Background: an optimization exercise with open tools, aiming at small area. Do not read the settings as production practice. In this exercise RTL edits were held to simulation tests only and were not proved equivalent to the original. No driver is modelled on the clock port, so clock power and skew are understated where the tree is cut down; a real chip needs a root buffer or a tree. Power is estimated from default activity; no workload was simulated.

==> run M <==
// PIEZO_reality_and_damedame
module PIEZO_reality_and_damedame(RESETN, CLK_1MHZ, A, T, SONG);
Settings: LEC_CHECK=0, ABC_AREA=1, CAP_MARGIN=20, CORE_MARGIN=2, CORE_UTILIZATION=40, SLEW_MARGIN=20; clock period 10.0 ns.
standard.sh (not shown) runs the stock make flow with config.mk's settings and CLKGATE_MAP_FILE= SYNTH_SCRIPT=/design/flow/synth_recipe.tcl, a recipe that flattens the netlist after the stock synthesis.
==> flow/flow/run.sh <==
#!/bin/bash
# The standard layout (standard.sh) with two synthesis changes, both in the
# combinational mapping only (registers are mapped before either step, so they
# are the standard synthesis's registers, same names and cell types):
#  - ABC maps with an area-oriented script (flow/abc_area.script) in place of
#    ORFS's delay-oriented one;
#  - Yosys's half/full-adder extraction (extract_fa) is skipped, so ABC sees
#    the adder logic as plain gates.
# and two layout changes:
#  - the clock tree is flow/clock_buffer.tcl (the clock port drives four
#    buf_12 cells, each driving a quarter of the flip-flops) in place of
#    TritonCTS's H-tree; the rest of ORFS's CTS step (timing repair,
#    legalisation) runs as usual;
#  - the port buffers that ORFS inserts on every input and output are buf_1
#    cells (BUFFER_PORTS_ARGS) rather than the cell buffer_ports picks.
# Every other step is ORFS's own, run through standard.sh's make command.
set -euo pipefail
HERE=$(pwd)
rm -rf "$HERE/scripts_custom"
cp -r "$FLOW_HOME/scripts" "$HERE/scripts_custom"
cp "$HERE/flow/abc_area.script" "$HERE/scripts_custom/abc_area.script"
awk '/# extract the full adders/ {skip=1} /dont_use_after_adder_step/ {skip=0} !skip' \
  "$FLOW_HOME/scripts/synth.tcl" > "$HERE/scripts_custom/synth.tcl"
! grep -q extract_fa "$HERE/scripts_custom/synth.tcl"
# clock tree: flow/clock_buffer.tcl in place of TritonCTS's clock_tree_synthesis
grep -q '^log_cmd clock_tree_synthesis {\*}\$cts_args$' "$FLOW_HOME/scripts/cts.tcl"
sed "s|^log_cmd clock_tree_synthesis {\*}\$cts_args$|source $HERE/flow/clock_buffer.tcl|" \
  "$FLOW_HOME/scripts/cts.tcl" > "$HERE/scripts_custom/cts.tcl"
grep -q "source $HERE/flow/clock_buffer.tcl" "$HERE/scripts_custom/cts.tcl"
sed "s|make -C \([^ ]*\) |make -C \1 SCRIPTS_DIR=$HERE/scripts_custom ABC_AREA=1 BUFFER_PORTS_ARGS='-buffer_cell sky130_fd_sc_hd__buf_1' |" standard.sh > custom.sh
grep -q "SCRIPTS_DIR=$HERE/scripts_custom" custom.sh
bash custom.sh synth > synth.log 2>&1
bash custom.sh > layout.log 2>&1
test -s out/final.def
==> flow/flow/abc_area.script <==
strash
dc2
balance
rewrite
refactor
balance
rewrite
rewrite -z
balance
refactor -z
rewrite -z
balance
&get -n
&deepsyn -T 60
&put
balance
rewrite
refactor
balance
rewrite
rewrite -z
balance
refactor -z
rewrite -z
balance
&get -n
&deepsyn -T 60 -S 7
&put
dch -f
amap
==> flow/flow/clock_buffer.tcl <==
# Clock buffering in place of TritonCTS's H-tree, for this small design: the
# clock port drives nx * ny clock buffers; the flip-flops are split into an
# nx-by-ny grid of equal-sized groups (by x, then by y within each column) and
# each group is driven by one buffer placed at the group's centroid.
set nx 2
set ny 2
set bufcell sky130_fd_sc_hd__buf_12
set block [ord::get_db_block]
set db [ord::get_db]
set clk_port_net [$block findNet CLK_1MHZ]
set master [$db findMaster $bufcell]
set sinks {}
foreach it [$clk_port_net getITerms] {
  set xy [$it getAvgXY]
  lappend sinks [list [lindex $xy 1] [lindex $xy 2] $it]
}
set sinks [lsort -real -index 0 $sinks]
set n [llength $sinks]
puts "clock_buffer: $n sinks, [expr {$nx * $ny}] x $bufcell"
set b 0
for {set i 0} {$i < $nx} {incr i} {
  set col [lrange $sinks [expr {$i * $n / $nx}] [expr {($i + 1) * $n / $nx - 1}]]
  set col [lsort -real -index 1 $col]
  set m [llength $col]
  for {set j 0} {$j < $ny} {incr j} {
    set grp [lrange $col [expr {$j * $m / $ny}] [expr {($j + 1) * $m / $ny - 1}]]
    set inst [odb::dbInst_create $block $master "clkbuf_${b}_CLK_1MHZ"]
    set net [odb::dbNet_create $block "clknet_${b}_CLK_1MHZ"]
    $net setSigType CLOCK
    set sx 0; set sy 0
    foreach s $grp {
      set it [lindex $s 2]
      $it disconnect
      $it connect $net
      set sx [expr {$sx + [lindex $s 0]}]
      set sy [expr {$sy + [lindex $s 1]}]
    }
    [$inst findITerm A] connect $clk_port_net
    [$inst findITerm X] connect $net
    $inst setLocation [expr {int($sx / [llength $grp])}] [expr {int($sy / [llength $grp])}]
    $inst setPlacementStatus PLACED
    incr b
  }
}
$clk_port_net setSigType CLOCK
set_propagated_clock [all_clocks]
==> inputs of run K, as changes to run M <==
==> flow/flow/run.sh (replaced) <==
#!/bin/bash
# The standard layout (standard.sh) with two synthesis changes, both in the
# combinational mapping only (registers are mapped before either step, so they
# are the standard synthesis's registers, same names and cell types):
#  - ABC maps with an area-oriented script (flow/abc_area.script) in place of
#    ORFS's delay-oriented one;
#  - Yosys's half/full-adder extraction (extract_fa) is skipped, so ABC sees
#    the adder logic as plain gates.
# and one layout change: clock tree synthesis runs with the arguments in
# flow/cts_args.txt (no dummy loads on the clock tree's leaves).
# Every other step is ORFS's own, run through standard.sh's make command.
set -euo pipefail
HERE=$(pwd)
rm -rf "$HERE/scripts_custom"
cp -r "$FLOW_HOME/scripts" "$HERE/scripts_custom"
cp "$HERE/flow/abc_area.script" "$HERE/scripts_custom/abc_area.script"
awk '/# extract the full adders/ {skip=1} /dont_use_after_adder_step/ {skip=0} !skip' \
  "$FLOW_HOME/scripts/synth.tcl" > "$HERE/scripts_custom/synth.tcl"
! grep -q extract_fa "$HERE/scripts_custom/synth.tcl"
CTS_ARGS=$(cat "$HERE/flow/cts_args.txt")
sed "s|make -C \([^ ]*\) |make -C \1 SCRIPTS_DIR=$HERE/scripts_custom ABC_AREA=1 CTS_ARGS='$CTS_ARGS' |" standard.sh > custom.sh
grep -q "SCRIPTS_DIR=$HERE/scripts_custom" custom.sh
bash custom.sh synth > synth.log 2>&1
bash custom.sh > layout.log 2>&1
test -s out/final.def
==> flow/flow/cts_args.txt (new file) <==
-sink_clustering_enable -repair_clock_nets -dont_use_dummy_load
removed: flow/flow/clock_buffer.tcl
==> inputs of run Z, as changes to run M <==
--- a/flow/flow/run.sh
+++ b/flow/flow/run.sh
@@ -8,6 +8,6 @@
 #    the adder logic as plain gates.
 # and two layout changes:
-#  - the clock tree is flow/clock_buffer.tcl (the clock port drives four
-#    buf_12 cells, each driving a quarter of the flip-flops) in place of
+#  - the clock tree is flow/clock_buffer.tcl (the clock port drives three
+#    buf_12 cells, each driving a third of the flip-flops) in place of
 #    TritonCTS's H-tree; the rest of ORFS's CTS step (timing repair,
 #    legalisation) runs as usual;
--- a/flow/flow/abc_area.script
+++ b/flow/flow/abc_area.script
@@ -12,5 +12,5 @@
 balance
 &get -n
-&deepsyn -T 60
+&deepsyn -T 60 -S 3
 &put
 balance
@@ -25,5 +25,5 @@
 balance
 &get -n
-&deepsyn -T 60 -S 7
+&deepsyn -T 60 -S 11
 &put
 dch -f
--- a/flow/flow/clock_buffer.tcl
+++ b/flow/flow/clock_buffer.tcl
@@ -3,6 +3,6 @@
 # nx-by-ny grid of equal-sized groups (by x, then by y within each column) and
 # each group is driven by one buffer placed at the group's centroid.
-set nx 2
-set ny 2
+set nx 3
+set ny 1
 set bufcell sky130_fd_sc_hd__buf_12
 set block [ord::get_db_block]
==> metrics.md <==
| Metric | Value |
|---|---|
| CP startpoint | A |
| M1 WL | 3830 um |
| Hold Path Origin | s1[11] |
| Chip height | 99.0 um |
| Clk pwr share | 28.3% |
| Fin nets | 480 |
| Final hold slack | 0.404 ns |
| Met3 wire len | 335 um |
| GPL Wtd Cong | 0.896 |
| Fraction of area in multi-input gates | 43.4% |
| Leak | 1.40 nW |
| Internal power | 0.411 mW |
| Critical path arrival | 2.67 ns |
| Outcome | finished clean |
| Crit path max-delay family | buffers and inverters |
[end of results for run M]
==> metrics.md <==
| Metric | Value |
|---|---|
| Fraction of area in multi-input gates | 44.0% |
| Leak | 1.33 nW |
| P_seq | 0.347 mW |
| Critical path arrival | 4.82 ns |
| Fin nets | 469 |
| Internal power | 0.395 mW |
| GPL Wtd Cong | 0.927 |
| Met3 wire len | 302 um |
| Crit path max-delay family | compound AO/OA/AOI/OAI gates |
| Hold Path Origin | s2[14] |
| Clk pwr share | 25.9% |
| Outcome | finished clean |
| M1 WL | 3710 um |
| Final hold slack | 0.407 ns |
[end of results for run Z]
==> metrics.md <==
| Metric | Value |
|---|---|
| Critical path arrival | 3.44 ns |
| Fin nets | 485 |
| Hold Path Origin | s2[0] |
| Crit path max-delay family | buffers and inverters |
| Fraction of area in multi-input gates | 42.6% |
| Leak | 1.43 nW |
| Outcome | finished clean |
| Met3 wire len | 353 um |
| CP startpoint | A |
| Chip height | 99.0 um |
| Internal power | 0.427 mW |
[end of results for run K]
In run M and run Z the design's own scripts or RTL, not TritonCTS, make the clock network.

-- port drivers added, routing unchanged --
The flow's constraints put no driver on any port. The routed layouts listed below were extracted and timed again, unchanged, in two steps.
Step 1: set_driving_cell puts a clkbuf_16 on CLK_1MHZ and a buf_2 on each other input, an assumption about the parent block.
Step 2, shift: input delay + t, output delay - t, t = (earliest + latest rising clock arrival at the registers) / 2. This alone moves slack from input paths to output paths.
Slacks: ideal / step 1 / step 2; pairs: ideal / step 1.
| run | t, ns | setup WS [ns] | hold slack, ns | worst slew at a driven data input, ns |
|---|---|---|---|---|
| run M | 0.197 | 5.332 / 5.309 / 5.309 | 0.404 / 0.404 / 0.404 | 0.03 |
| run K | 0.365 | 4.556 / 4.528 / 4.528 | 0.384 / 0.384 / 0.384 | 0.03 |
| run Z | 0.197 | 5.237 / 5.237 / 5.237 | 0.407 / 0.407 / 0.407 | 0.03 |
After both steps setup and hold are still met in every run listed. For run K, which loses most, drivers alone change the setup slack by -0.028 ns; drivers and shift together by -0.028 ns.
